Source: an optimization exercise on an open RTL-to-GDS flow (aim: small area and a short achievable clock period). Production flows keep margins and buffers that such runs may drop. In this exercise RTL edits were held to simulation tests only and were not proved equivalent to the original. Power is estimated from default activity; no workload was simulated.

==> inputs of run Y <==
// core_top
module core_top #(
    parameter HART_ID       = 0,
    parameter XLEN          = 32,
    parameter BPU_ENTRY_NUM = 32
)
(
    input                 clk_i,
    input                 rst_i,
    input                 stall_i,
    input  [XLEN-1 : 0]   init_pc_addr_i,
    input  [XLEN-1 : 0]   code_i,
    input                 code_ready_i,
    output [XLEN-1 : 0]   code_addr_o,
    output                code_req_o,
    input  [XLEN-1 : 0]   data_i,
    input                 data_ready_i,
    output [XLEN-1 : 0]   data_o,
    output [XLEN-1 : 0]   data_addr_o,
    output                data_rw_o,       
    output [XLEN/8-1 : 0] data_byte_enable_o,
    output                data_req_o,
    output                data_is_amo_o,
    output [ 4: 0]        data_amo_type_o,
    output                cache_flush_o,
    input                 ext_irq_i,
    input                 tmr_irq_i,
    input                 sft_irq_i
);
export LEC_CHECK = 0
export CAP_MARGIN = 20
export CORE_MARGIN = 2
export CORE_UTILIZATION = 40
export SLEW_MARGIN = 20
create_clock -name core_clock -period 16.0 [get_ports {clk_i}]
run.sh (not shown) runs the stock make flow with config.mk's settings and CLKGATE_MAP_FILE= SYNTH_SCRIPT=/design/flow/synth_recipe.tcl, a recipe that flattens the netlist after the stock synthesis.
==> run K: changes against run Y <==
--- a/flow/design.v
+++ b/flow/design.v
@@ -558,78 +558,70 @@
 assign privilege_level_o       = privilege_level_r;
 endmodule
 `timescale 1ns / 1ps
 module alu #(parameter XLEN = 32)
 (
     input  [XLEN-1 : 0] a_i,
     input  [XLEN-1 : 0] b_i,              
+    input               sub_i,            
     input  [ 2 : 0]     operation_sel_i,
     input               shift_sel_i,      
     output [XLEN-1 : 0] alu_result_o
 );
-wire [XLEN-1 : 0] ones;
-wire [XLEN-1 : 0] result_add, result_sll, result_slt, result_sltu;
-wire [XLEN-1 : 0] result_xor, result_sr, result_or, result_and;
-wire operation_add, operation_sll, operation_slt, operation_sltu;
-wire operation_xor, operation_sr, operation_or, operation_and;
-assign result_add = a_i + b_i;                                     
-assign result_sll = a_i << b_i[4:0];                               
-assign result_slt = ($signed(a_i) < $signed(b_i)) ? 1 : 0;         
-assign result_sltu = (a_i < b_i) ? 1 : 0;                          
-assign result_xor = a_i ^ b_i;                                     
-assign result_sr = shift_sel_i? ($signed(a_i) >>> b_i[4:0]) : ($signed(a_i) >> b_i[4:0]);  
-assign result_or = a_i | b_i;                                      
-assign result_and = a_i & b_i;                                     
-assign operation_add  = (operation_sel_i == 3'b000);
-assign operation_sll  = (operation_sel_i == 3'b001);
-assign operation_slt  = (operation_sel_i == 3'b010);
-assign operation_sltu = (operation_sel_i == 3'b011);
-assign operation_xor  = (operation_sel_i == 3'b100);
-assign operation_sr   = (operation_sel_i == 3'b101);
-assign operation_or   = (operation_sel_i == 3'b110);
-assign operation_and  = (operation_sel_i == 3'b111);
+wire operation_add  = (operation_sel_i == 3'b000);
+wire operation_sll  = (operation_sel_i == 3'b001);
+wire operation_slt  = (operation_sel_i == 3'b010);
+wire operation_sltu = (operation_sel_i == 3'b011);
+wire operation_xor  = (operation_sel_i == 3'b100);
+wire operation_sr   = (operation_sel_i == 3'b101);
+wire operation_or   = (operation_sel_i == 3'b110);
+wire operation_and  = (operation_sel_i == 3'b111);
+wire              sub_mode = sub_i | operation_slt | operation_sltu;
+wire [XLEN : 0]   sum = {1'b0, a_i} + {1'b0, b_i ^ {XLEN{sub_mode}}} + sub_mode;
+wire              ltu = ~sum[XLEN];
+wire              lt  = (a_i[XLEN-1] ^ b_i[XLEN-1]) ? a_i[XLEN-1] : ltu;
+wire [XLEN-1 : 0] result_add = sum[XLEN-1 : 0];
+wire [XLEN-1 : 0] result_sll = a_i << b_i[4:0];
+wire [XLEN-1 : 0] result_sr  = shift_sel_i? ($signed(a_i) >>> b_i[4:0]) : ($signed(a_i) >> b_i[4:0]);
 assign alu_result_o =
        (    {XLEN{operation_add }} & result_add  )
        | (  {XLEN{operation_sll }} & result_sll  )
-       | (  {XLEN{operation_slt }} & result_slt  )
-       | (  {XLEN{operation_sltu}} & result_sltu )
-       | (  {XLEN{operation_xor }} & result_xor  )
+       | (  {{(XLEN-1){1'b0}}, operation_slt  & lt } )
+       | (  {{(XLEN-1){1'b0}}, operation_sltu & ltu} )
+       | (  {XLEN{operation_xor }} & (a_i ^ b_i) )
        | (  {XLEN{operation_sr  }} & result_sr   )
-       | (  {XLEN{operation_or  }} & result_or   )
-       | (  {XLEN{operation_and }} & result_and  );
+       | (  {XLEN{operation_or  }} & (a_i | b_i) )
+       | (  {XLEN{operation_and }} & (a_i & b_i) );
 endmodule  
 `timescale 1ns / 1ps
 module bcu#(parameter XLEN = 32)
 (
     input  [XLEN-1 : 0] a_i,
     input  [XLEN-1 : 0] b_i,
     input  [ 2 : 0]     operation_sel_i,
     output              compare_result_o
 );
-wire signed [XLEN-1 : 0] signed_a = a_i;
-wire signed [XLEN-1 : 0] signed_b = b_i;
-wire result_beq  = (a_i == b_i) ? 1 : 0;
-wire result_bne  = (a_i != b_i) ? 1 : 0;
-wire result_blt  = (signed_a < signed_b) ? 1 : 0;
-wire result_bge  = (signed_a >= signed_b) ? 1 : 0;
-wire result_bltu = (a_i < b_i) ? 1 : 0;
-wire result_bgeu = (a_i >= b_i) ? 1 : 0;
-wire operation_beq = (operation_sel_i == 3'b000);
-wire operation_bne = (operation_sel_i == 3'b001);
-wire operation_blt = (operation_sel_i == 3'b100);
-wire operation_bge = (operation_sel_i == 3'b101);
-wire operation_bltu = (operation_sel_i == 3'b110);
-wire operation_bgeu = (operation_sel_i == 3'b111);
-assign compare_result_o =
-       (operation_beq & result_beq )
-       | (operation_bne & result_bne )
-       | (operation_blt & result_blt )
-       | (operation_bge & result_bge )
-       | (operation_bltu & result_bltu)
-       | (operation_bgeu & result_bgeu);
+wire [XLEN : 0] diff = {1'b0, a_i} - {1'b0, b_i};
+wire eq  = (a_i == b_i);
+wire ltu = diff[XLEN];
+wire lt  = (a_i[XLEN-1] ^ b_i[XLEN-1]) ? a_i[XLEN-1] : ltu;
+reg r;
+always @(*)
+begin
+    case (operation_sel_i)
+        3'b000:  r = eq;
+        3'b001:  r = ~eq;
+        3'b100:  r = lt;
+        3'b101:  r = ~lt;
+        3'b110:  r = ltu;
+        3'b111:  r = ~ltu;
+        default: r = 1'b0;
+    endcase
+end
+assign compare_result_o = r;
 endmodule  
 `timescale 1ns / 1ps
 module bpu #( parameter ENTRY_NUM = 32, parameter XLEN = 32 )
 (
     input               clk_i,
     input               rst_i,
     input               stall_i,
@@ -1273,25 +1265,26 @@
     endcase
 end
 always @(*)
 begin
     case (inputB_sel_i)
         3'd0: inputB = imm_i;
         3'd1: inputB = rs2_data_i;
-        3'd2: inputB = ~rs2_data_i + 1'b1;
+        3'd2: inputB = rs2_data_i;       
         default: inputB = 0;
     endcase
 end
 wire [2: 0] alu_operation = (is_branch_i | is_jal_i | is_jalr_i)? 3'b000 : operation_sel_i;
 wire [2: 0] muldiv_operation = operation_sel_i;
 wire muldiv_req = alu_muldiv_sel_i & !muldiv_ready;
 wire [2: 0] branch_operation = operation_sel_i;
 alu ALU(
     .a_i(inputA),
     .b_i(inputB),
+    .sub_i(inputB_sel_i == 2'd2),
     .operation_sel_i(alu_operation),
     .shift_sel_i(shift_sel_i),
     .alu_result_o(alu_result)
 );
 muldiv MulDiv(
     .clk_i(clk_i),
     .rst_i(rst_i),
@@ -1306,15 +1299,16 @@
 bcu BCU(
     .a_i(rs1_data_i),
     .b_i(rs2_data_i),
     .operation_sel_i(branch_operation),
     .compare_result_o(compare_result)
 );
 assign mem_addr = rs1_data_i + imm_i;      
-assign branch_target_addr_o = alu_result;  
+wire [XLEN-1 : 0] pc_imm = pc_i + imm_i;
+assign branch_target_addr_o = is_jalr_i ? mem_addr : pc_imm;
 assign branch_restore_pc_o = pc_i + 'd4;   
 assign branch_taken_o = (is_branch_i & compare_result) | is_jal_i | is_jalr_i;
 assign branch_misprediction_o = branch_hit_i &
                                     (branch_decision_i ^ branch_taken_o);
 assign result = alu_muldiv_sel_i ? muldiv_result : alu_result;
 assign stall_from_exe_o = alu_muldiv_sel_i & !muldiv_ready;
 wire [XLEN-1 : 0] csr_inputA = csr_data_i;
==> flow/flow/run.sh (new file) <==
#!/bin/bash
# Standard ORFS layout (the standard.sh, standard synthesis unchanged) with
# repair_timing asked to leave a larger setup margin.
set -o pipefail
bash standard.sh SETUP_SLACK_MARGIN=11 TNS_END_PERCENT=5 finish > standard_finish.log 2>&1
==> flow/standard.sh (new file) <==
#!/bin/bash
# synth_recipe.tcl (not shown) runs the flow's synth.tcl, then flattens the netlist and writes it again
# the make line also repeats each setting of config.mk as NAME=value (left out here)
make -C /OpenROAD-flow-scripts/flow DESIGN_CONFIG=/design/flow/config.mk WORK_HOME=/design/flow/orfs CLKGATE_MAP_FILE= SYNTH_SCRIPT=/design/flow/synth_recipe.tcl "${@:-finish}"
removed: flow/run.sh
==> results.txt <==
- In synthesized cell count, run Y and run K hardly differ.
- Between run K and run Y, the lower combinational power is in run K (gap 70%, measured against run Y).
- Between run Y and run K, the lower via count is in run Y (gap 2.8%, measured against run K).
- Of run Y and run K, run K has the higher global-route usage (gap 0.74 points).
- Final cell count: run K is larger than run Y (2.1%).
- Between run Y and run K, the lower worst hold slack is in run K (gap 0.0041 ns).
- In sequential power, run Y and run K hardly differ.
- Run K produced a layout that fails on capacitance limit, slew limit. Run Y ran to the end with no violations.

---

==> job 3246 <==
core_top, a different RTL version from the one above (not shown whole).
==> flow/design.v (excerpt) <==
module core_top #(
    parameter HART_ID       = 0,
    parameter XLEN          = 32,
    parameter BPU_ENTRY_NUM = 32
)
(
    input                 clk_i,
    input                 rst_i,
    input                 stall_i,
    input  [XLEN-1 : 0]   init_pc_addr_i,
    input  [XLEN-1 : 0]   code_i,
    input                 code_ready_i,
    output [XLEN-1 : 0]   code_addr_o,
    output                code_req_o,
    input  [XLEN-1 : 0]   data_i,
    input                 data_ready_i,
    output [XLEN-1 : 0]   data_o,
    output [XLEN-1 : 0]   data_addr_o,
    output                data_rw_o,       
    output [XLEN/8-1 : 0] data_byte_enable_o,
    output                data_req_o,
    output                data_is_amo_o,
    output [ 4: 0]        data_amo_type_o,
    output                cache_flush_o,
    input                 ext_irq_i,
    input                 tmr_irq_i,
    input                 sft_irq_i
);
Settings: LEC_CHECK=0, CAP_MARGIN=20, CORE_MARGIN=2, CORE_UTILIZATION=40, SLEW_MARGIN=20; clock period 16.0 ns.
standard.sh (not shown) runs the stock make flow with config.mk's settings and CLKGATE_MAP_FILE= SYNTH_SCRIPT=/design/flow/synth_recipe.tcl, a recipe that flattens the netlist after the stock synthesis.
==> flow/flow/run.sh <==
#!/bin/bash
# Standard ORFS layout (the standard.sh, with the standard synthesis
# unchanged), with repair_timing asked to leave a larger setup margin
# (fixing the worst 15% of endpoints, without gate cloning), larger clock-tree
# sink clusters without dummy loads, denser placement, and buf_4 port buffers.
set -o pipefail
bash standard.sh SETUP_SLACK_MARGIN=11 TNS_END_PERCENT=15 SKIP_GATE_CLONING=1 PLACE_DENSITY=0.7 \
    "CTS_ARGS=-sink_clustering_enable -repair_clock_nets -sink_clustering_size 24 -sink_clustering_max_diameter 80 -dont_use_dummy_load" \
    "BUFFER_PORTS_ARGS=-buffer_cell sky130_fd_sc_hd__buf_4" \
    finish > standard_finish.log 2>&1
==> job 1844 (differences from job 3246) <==
==> flow/flow/run.sh (replaced) <==
#!/bin/bash
# Standard ORFS layout (the standard.sh, with the standard synthesis
# unchanged), with repair_timing asked to leave a larger setup margin
# (fixing the worst 5% of endpoints, without gate cloning), larger clock-tree
# sink clusters without dummy loads, denser placement, and buf_4 port buffers.
set -o pipefail
bash standard.sh SETUP_SLACK_MARGIN=11 TNS_END_PERCENT=5 SKIP_GATE_CLONING=1 PLACE_DENSITY=0.7 \
    "CTS_ARGS=-sink_clustering_enable -repair_clock_nets -sink_clustering_size 24 -sink_clustering_max_diameter 80 -dont_use_dummy_load" \
    "BUFFER_PORTS_ARGS=-buffer_cell sky130_fd_sc_hd__buf_4" \
    finish > standard_finish.log 2>&1
==> job 8439 (differences from job 3246) <==
--- a/flow/design.v
+++ b/flow/design.v
@@ -1472,18 +1472,16 @@
 module fetch #( parameter XLEN = 32 )
 (
     input                   clk_i,
     input                   rst_i,
     input                   stall_i,
     input                   flush_i,
     input  [ 4 : 0]         dec_rd_i,
     output                  rs_match_o,     
-    output [XLEN-1 : 0]     instr_raw_o,
-    output                  nop_o,
     input  [XLEN-1 : 0]     instruction_i,
     input  [XLEN-1 : 0]     pc_i,
     input                   branch_hit_i,
     input                   branch_decision_i,
     output reg [XLEN-1 : 0] pc_o,
     output reg [XLEN-1 : 0] instruction_o,
     output reg              branch_hit_o,
     output reg              branch_decision_o,
@@ -1509,18 +1507,16 @@
         instruction_o = 32'h00000013;
     else if (stall_delay)
         instruction_o = instruction_delay;
     else if (flush_delay)
         instruction_o = 32'h00000013;
     else
         instruction_o = instruction_i;
 end
-assign instr_raw_o = stall_delay ? instruction_delay : instruction_i;
-assign nop_o = rst_i | ~fetch_valid_o | (~stall_delay & flush_delay);
 wire match_nop   = (dec_rd_i == 5'd0);
 wire match_delay = (instruction_delay[19: 15] == dec_rd_i) | (instruction_delay[24: 20] == dec_rd_i);
 wire match_code  = (instruction_i[19: 15] == dec_rd_i) | (instruction_i[24: 20] == dec_rd_i);
 assign rs_match_o = (rst_i | ~fetch_valid_o) ? match_nop :
                     stall_delay ? match_delay :
                     flush_delay ? match_nop : match_code;
 always @(posedge clk_i)
 begin
@@ -2188,18 +2184,16 @@
     input                 ext_irq_i,
     input                 tmr_irq_i,
     input                 sft_irq_i
 );
 wire [XLEN-1 : 0] fet_instr2dec, fet_pc2dec;
 wire              fet_branch_hit, fet_branch_decision;
 wire              fet_valid2dec;
 wire              fet_rs_match;
-wire [XLEN-1 : 0] fet_instr_raw;    
-wire              fet_nop;
 wire              fet_xcpt_valid2dec;
 wire [ 3 : 0]     fet_xcpt_cause2dec;
 wire [XLEN-1 : 0] fet_xcpt_tval2dec;
 wire [XLEN-1 : 0] dec_pc;
 wire [ 4 : 0]     dec_rs1_addr, dec_rs2_addr, dec_rd_addr, dec_csr_imm;
 wire              dec_we, dec_re;
 wire              dec_is_branch, dec_is_jal, dec_is_jalr;
 wire              dec_branch_hit, dec_branch_decision;
@@ -2472,18 +2466,18 @@
     .branch_target_addr_i(exe_branch_target_addr),
     .branch_hit_o(bpu_branch_hit),
     .branch_decision_o(bpu_branch_decision),
     .branch_target_addr_o(bpu_branch_target_addr)
 );
 reg_file Register_File(
     .clk_i(clk_i),
     .rst_i(rst_i),
-    .rs1_addr_i(fet_instr_raw[19: 15]),
-    .rs2_addr_i(fet_instr_raw[24: 20]),
+    .rs1_addr_i(dec_rs1_addr),
+    .rs2_addr_i(dec_rs2_addr),
     .regfile_we_i(wbk_rd_we),
     .rd_addr_i(wbk_rd_addr),
     .rd_data_i(wbk_rd_data),
     .rs1_data_o(rfu_rs1_data2dec),
     .rs2_data_o(rfu_rs2_data2dec)
 );
 program_counter Program_Counter(
     .clk_i(clk_i),
@@ -2509,18 +2503,16 @@
 );
 fetch Fetch(
     .clk_i(clk_i),
     .rst_i(rst_i),
     .stall_i(stall_pipeline || (stall_from_hazard && !irq_taken)),
     .flush_i(plc_flush2fet || csr_irq_taken),
     .dec_rd_i(dec_rd_addr),
     .rs_match_o(fet_rs_match),
-    .instr_raw_o(fet_instr_raw),
-    .nop_o(fet_nop),
     .branch_hit_i(bpu_branch_hit),
     .branch_decision_i(bpu_branch_decision),
     .instruction_i(code_i),
     .pc_i(pcu_pc),
     .pc_o(fet_pc2dec),
     .instruction_o(fet_instr2dec),
     .branch_hit_o(fet_branch_hit),
     .branch_decision_o(fet_branch_decision),
@@ -2532,20 +2524,20 @@
 decode Decode(
     .clk_i(clk_i),
     .rst_i(rst_i),
     .stall_i(stall_pipeline),
     .flush_i(plc_flush2dec || csr_irq_taken),
     .instruction_i(fet_instr2dec),
     .branch_hit_i(fet_branch_hit),
     .branch_decision_i(fet_branch_decision),
-    .csr_data_i(fet_nop ? {XLEN{1'b0}} : csr_data2dec),
+    .csr_data_i(csr_data2dec),
     .privilege_lvl_i(privilege_level),
-    .rs1_data_i(fet_nop ? {XLEN{1'b0}} : rfu_rs1_data2dec),
-    .rs2_data_i(fet_nop ? {XLEN{1'b0}} : rfu_rs2_data2dec),
+    .rs1_data_i(rfu_rs1_data2dec),
+    .rs2_data_i(rfu_rs2_data2dec),
     .rs1_addr_o(dec_rs1_addr),
     .rs2_addr_o(dec_rs2_addr),
     .illegal_instr_o(dec_illegal_instr),
     .xcpt_valid_dec_o(dec_xcpt_valid),
     .imm_o(dec_imm2exe),
     .inputA_sel_o(dec_inA_sel2exe),
     .inputB_sel_o(dec_inB_sel2exe),
     .operation_sel_o(dec_operation_sel2exe),
@@ -2718,17 +2710,17 @@
     .xcpt_cause_o(wbk_xcpt_cause2csr),
     .xcpt_tval_o(wbk_xcpt_tval2csr)
 );
 csr_file #( .HART_ID(HART_ID) )
 CSR(
     .clk_i(clk_i),
     .rst_i(rst_i),
     .stall_i(stall_pipeline),
-    .csr_raddr_i(fet_instr_raw[31: 20]),
+    .csr_raddr_i(dec_csr_addr2csr),
     .csr_data_o(csr_data2dec),
     .csr_we_i(wbk_csr_we),
     .csr_waddr_i(wbk_csr_addr),
     .csr_wdata_i(wbk_csr_data),
     .fetch_valid_i(wbk_fetch_valid2csr),
     .ext_irq_i(ext_irq_i),
     .tmr_irq_i(tmr_irq_i),
     .sft_irq_i(sft_irq_i),
==> flow/flow/run.sh (replaced) <==
#!/bin/bash
# Standard ORFS layout (the standard.sh, with the standard synthesis
# unchanged), with repair_timing asked to leave a larger setup margin
# (fixing the worst 5% of endpoints, without gate cloning), larger clock-tree
# sink clusters without dummy loads, denser placement, and buf_4 port buffers.
set -o pipefail
bash standard.sh SETUP_SLACK_MARGIN=10.7 TNS_END_PERCENT=5 SKIP_GATE_CLONING=1 PLACE_DENSITY=0.7 \
    "CTS_ARGS=-sink_clustering_enable -repair_clock_nets -sink_clustering_size 24 -sink_clustering_max_diameter 80 -dont_use_dummy_load" \
    "BUFFER_PORTS_ARGS=-buffer_cell sky130_fd_sc_hd__buf_4" \
    finish > standard_finish.log 2>&1
==> job 399 (differences from job 3246) <==
--- a/flow/design.v
+++ b/flow/design.v
@@ -1472,18 +1472,16 @@
 module fetch #( parameter XLEN = 32 )
 (
     input                   clk_i,
     input                   rst_i,
     input                   stall_i,
     input                   flush_i,
     input  [ 4 : 0]         dec_rd_i,
     output                  rs_match_o,     
-    output [XLEN-1 : 0]     instr_raw_o,
-    output                  nop_o,
     input  [XLEN-1 : 0]     instruction_i,
     input  [XLEN-1 : 0]     pc_i,
     input                   branch_hit_i,
     input                   branch_decision_i,
     output reg [XLEN-1 : 0] pc_o,
     output reg [XLEN-1 : 0] instruction_o,
     output reg              branch_hit_o,
     output reg              branch_decision_o,
@@ -1509,18 +1507,16 @@
         instruction_o = 32'h00000013;
     else if (stall_delay)
         instruction_o = instruction_delay;
     else if (flush_delay)
         instruction_o = 32'h00000013;
     else
         instruction_o = instruction_i;
 end
-assign instr_raw_o = stall_delay ? instruction_delay : instruction_i;
-assign nop_o = rst_i | ~fetch_valid_o | (~stall_delay & flush_delay);
 wire match_nop   = (dec_rd_i == 5'd0);
 wire match_delay = (instruction_delay[19: 15] == dec_rd_i) | (instruction_delay[24: 20] == dec_rd_i);
 wire match_code  = (instruction_i[19: 15] == dec_rd_i) | (instruction_i[24: 20] == dec_rd_i);
 assign rs_match_o = (rst_i | ~fetch_valid_o) ? match_nop :
                     stall_delay ? match_delay :
                     flush_delay ? match_nop : match_code;
 always @(posedge clk_i)
 begin
@@ -2188,18 +2184,16 @@
     input                 ext_irq_i,
     input                 tmr_irq_i,
     input                 sft_irq_i
 );
 wire [XLEN-1 : 0] fet_instr2dec, fet_pc2dec;
 wire              fet_branch_hit, fet_branch_decision;
 wire              fet_valid2dec;
 wire              fet_rs_match;
-wire [XLEN-1 : 0] fet_instr_raw;    
-wire              fet_nop;
 wire              fet_xcpt_valid2dec;
 wire [ 3 : 0]     fet_xcpt_cause2dec;
 wire [XLEN-1 : 0] fet_xcpt_tval2dec;
 wire [XLEN-1 : 0] dec_pc;
 wire [ 4 : 0]     dec_rs1_addr, dec_rs2_addr, dec_rd_addr, dec_csr_imm;
 wire              dec_we, dec_re;
 wire              dec_is_branch, dec_is_jal, dec_is_jalr;
 wire              dec_branch_hit, dec_branch_decision;
@@ -2472,18 +2466,18 @@
     .branch_target_addr_i(exe_branch_target_addr),
     .branch_hit_o(bpu_branch_hit),
     .branch_decision_o(bpu_branch_decision),
     .branch_target_addr_o(bpu_branch_target_addr)
 );
 reg_file Register_File(
     .clk_i(clk_i),
     .rst_i(rst_i),
-    .rs1_addr_i(fet_instr_raw[19: 15]),
-    .rs2_addr_i(fet_instr_raw[24: 20]),
+    .rs1_addr_i(dec_rs1_addr),
+    .rs2_addr_i(dec_rs2_addr),
     .regfile_we_i(wbk_rd_we),
     .rd_addr_i(wbk_rd_addr),
     .rd_data_i(wbk_rd_data),
     .rs1_data_o(rfu_rs1_data2dec),
     .rs2_data_o(rfu_rs2_data2dec)
 );
 program_counter Program_Counter(
     .clk_i(clk_i),
@@ -2509,18 +2503,16 @@
 );
 fetch Fetch(
     .clk_i(clk_i),
     .rst_i(rst_i),
     .stall_i(stall_pipeline || (stall_from_hazard && !irq_taken)),
     .flush_i(plc_flush2fet || csr_irq_taken),
     .dec_rd_i(dec_rd_addr),
     .rs_match_o(fet_rs_match),
-    .instr_raw_o(fet_instr_raw),
-    .nop_o(fet_nop),
     .branch_hit_i(bpu_branch_hit),
     .branch_decision_i(bpu_branch_decision),
     .instruction_i(code_i),
     .pc_i(pcu_pc),
     .pc_o(fet_pc2dec),
     .instruction_o(fet_instr2dec),
     .branch_hit_o(fet_branch_hit),
     .branch_decision_o(fet_branch_decision),
@@ -2532,20 +2524,20 @@
 decode Decode(
     .clk_i(clk_i),
     .rst_i(rst_i),
     .stall_i(stall_pipeline),
     .flush_i(plc_flush2dec || csr_irq_taken),
     .instruction_i(fet_instr2dec),
     .branch_hit_i(fet_branch_hit),
     .branch_decision_i(fet_branch_decision),
-    .csr_data_i(fet_nop ? {XLEN{1'b0}} : csr_data2dec),
+    .csr_data_i(csr_data2dec),
     .privilege_lvl_i(privilege_level),
-    .rs1_data_i(fet_nop ? {XLEN{1'b0}} : rfu_rs1_data2dec),
-    .rs2_data_i(fet_nop ? {XLEN{1'b0}} : rfu_rs2_data2dec),
+    .rs1_data_i(rfu_rs1_data2dec),
+    .rs2_data_i(rfu_rs2_data2dec),
     .rs1_addr_o(dec_rs1_addr),
     .rs2_addr_o(dec_rs2_addr),
     .illegal_instr_o(dec_illegal_instr),
     .xcpt_valid_dec_o(dec_xcpt_valid),
     .imm_o(dec_imm2exe),
     .inputA_sel_o(dec_inA_sel2exe),
     .inputB_sel_o(dec_inB_sel2exe),
     .operation_sel_o(dec_operation_sel2exe),
@@ -2718,17 +2710,17 @@
     .xcpt_cause_o(wbk_xcpt_cause2csr),
     .xcpt_tval_o(wbk_xcpt_tval2csr)
 );
 csr_file #( .HART_ID(HART_ID) )
 CSR(
     .clk_i(clk_i),
     .rst_i(rst_i),
     .stall_i(stall_pipeline),
-    .csr_raddr_i(fet_instr_raw[31: 20]),
+    .csr_raddr_i(dec_csr_addr2csr),
     .csr_data_o(csr_data2dec),
     .csr_we_i(wbk_csr_we),
     .csr_waddr_i(wbk_csr_addr),
     .csr_wdata_i(wbk_csr_data),
     .fetch_valid_i(wbk_fetch_valid2csr),
     .ext_irq_i(ext_irq_i),
     .tmr_irq_i(tmr_irq_i),
     .sft_irq_i(sft_irq_i),
==> flow/flow/run.sh (replaced) <==
#!/bin/bash
# Standard ORFS layout (the standard.sh, with the standard synthesis
# unchanged), with repair_timing asked to leave a larger setup margin
# (fixing the worst 5% of endpoints, without gate cloning), larger clock-tree
# sink clusters without dummy loads, denser placement, and buf_4 port buffers.
set -o pipefail
bash standard.sh SETUP_SLACK_MARGIN=11.5 TNS_END_PERCENT=5 SKIP_GATE_CLONING=1 PLACE_DENSITY=0.7 \
    "CTS_ARGS=-sink_clustering_enable -repair_clock_nets -sink_clustering_size 24 -sink_clustering_max_diameter 80 -dont_use_dummy_load" \
    "BUFFER_PORTS_ARGS=-buffer_cell sky130_fd_sc_hd__buf_4" \
    finish > standard_finish.log 2>&1
==> results.txt <==
Between job 3246 and job 8439, the lower clock skew is in job 3246 (gap 0.092 ns). Sequential share of layout area, lowest first: job 399, job 3246, job 1844, job 8439. Sequential cell count is the same in job 399 and job 8439. Combinational power, highest first: job 3246, job 1844, job 399, job 8439. Area after synthesis is the same in job 3246 and job 1844. Job 399 finished with timing, DRC and antenna clean. Job 8439 completed with no timing, DRC or antenna violations. Job 1844 completed with no timing, DRC or antenna violations. Job 3246 reached the layout checks and failed them: max-capacitance violations, max-slew violations. In job 8439 the design area is lower than in job 1844, by 1.1%.
==> figures <==
| quantity | job 1844 | job 8439 | job 399 | job 3246 |
|---|---|---|---|---|
| Result of the run | no timing/DRC/antenna violations | no timing/DRC/antenna violations | no timing/DRC/antenna violations | complete, but fails checks |
| Violated checks | - | - | - | max-capacitance violations, max-slew violations |
| Adder-Cell Fraction of Synth Area | 4.28% | 4.29% | 4.29% | 4.28% |
| Wire length of the first global-routing pass | 1430000 um | 1450000 um | 1470000 um | 1450000 um |
| Placer Congestion | 1.05 | 1.03 | 1.03 | 1.05 |
| Power per Cell Area | 101 nW/um2 | 90.6 nW/um2 | 88.8 nW/um2 | 101 nW/um2 |
| End point of the critical path | Execute.p_data_o[17]$_SDFFE_PN0P_ | Decode.rs2_data2fwd_o[13]$_SDFFE_PN0P_ | Decode.csr_data2fwd_o[18]$_SDFFE_PN0P_ | Program_Counter.pc_r[31]$_DFFE_PP_ |
| Comb power frac | 22.1% | 15.5% | 16.8% | 23.0% |
| CLK BUF | 262 | 245 | 245 | 262 |
| Standard cell area after detailed placement | 231000 um2 | 231000 um2 | 231000 um2 | 231000 um2 |
| Crit path kind | register to register | input pin to register | input pin to register | register to register |
| Post-route cell area | 251000 um2 | 248000 um2 | 257000 um2 | 253000 um2 |
| Sequential share of the synthesized area | 52.9% | 53.0% | 53.0% | 52.9% |
| Sequential logic power | 12.9 mW | 12.5 mW | 12.5 mW | 13.0 mW |
| Worst EP arrival | 6.65 ns | 6.65 ns | 6.49 ns | 6.32 ns |

static timing again, ports no longer ideal:
In the flow no input, the clock included, has a driving cell. The finished layouts below were timed again as built, in two steps.
Step 1 assumes that a clkbuf_16 drives the clock port and a buf_2 every other input.
Step 2, shift: input delay + t, output delay - t, t = (earliest + latest rising clock arrival at the registers) / 2. This alone moves slack from input paths to output paths.
Slacks: ideal ports / drivers / drivers and shift; pairs: ideal ports / drivers.
run | shift t [ns] | slack for setup (ns) | hold slack, ns | clock arrival spread, ns
run Y | 1.210 | 5.540 / 5.539 / 5.539 | 0.453 / 0.453 / 0.453 | 0.117 / 0.117
run K | 1.222 | 9.130 / 9.211 / 7.992 | 0.449 / 0.449 / 0.449 | 0.137 / 0.136
job 3246 | 1.130 | 10.415 / 10.291 / 9.428 | 0.447 / 0.447 / 0.447 | 0.182 / 0.183
job 1844 | 1.127 | 10.166 / 10.166 / 9.336 | 0.440 / 0.440 / 0.440 | 0.170 / 0.170
job 8439 | 1.105 | 10.330 / 10.305 / 9.291 | 0.367 / 0.367 / 0.367 | 0.331 / 0.331
job 399 | 1.120 | 10.374 / 10.415 / 9.296 | 0.364 / 0.364 / 0.364 | 0.330 / 0.330
Clock arrivals are far apart in job 8439 and job 399, so t is only a midpoint there and step 2 fits no single register. The setup slack of run K, which loses most, moves by +0.081 ns with the drivers and by -1.138 ns with both steps.
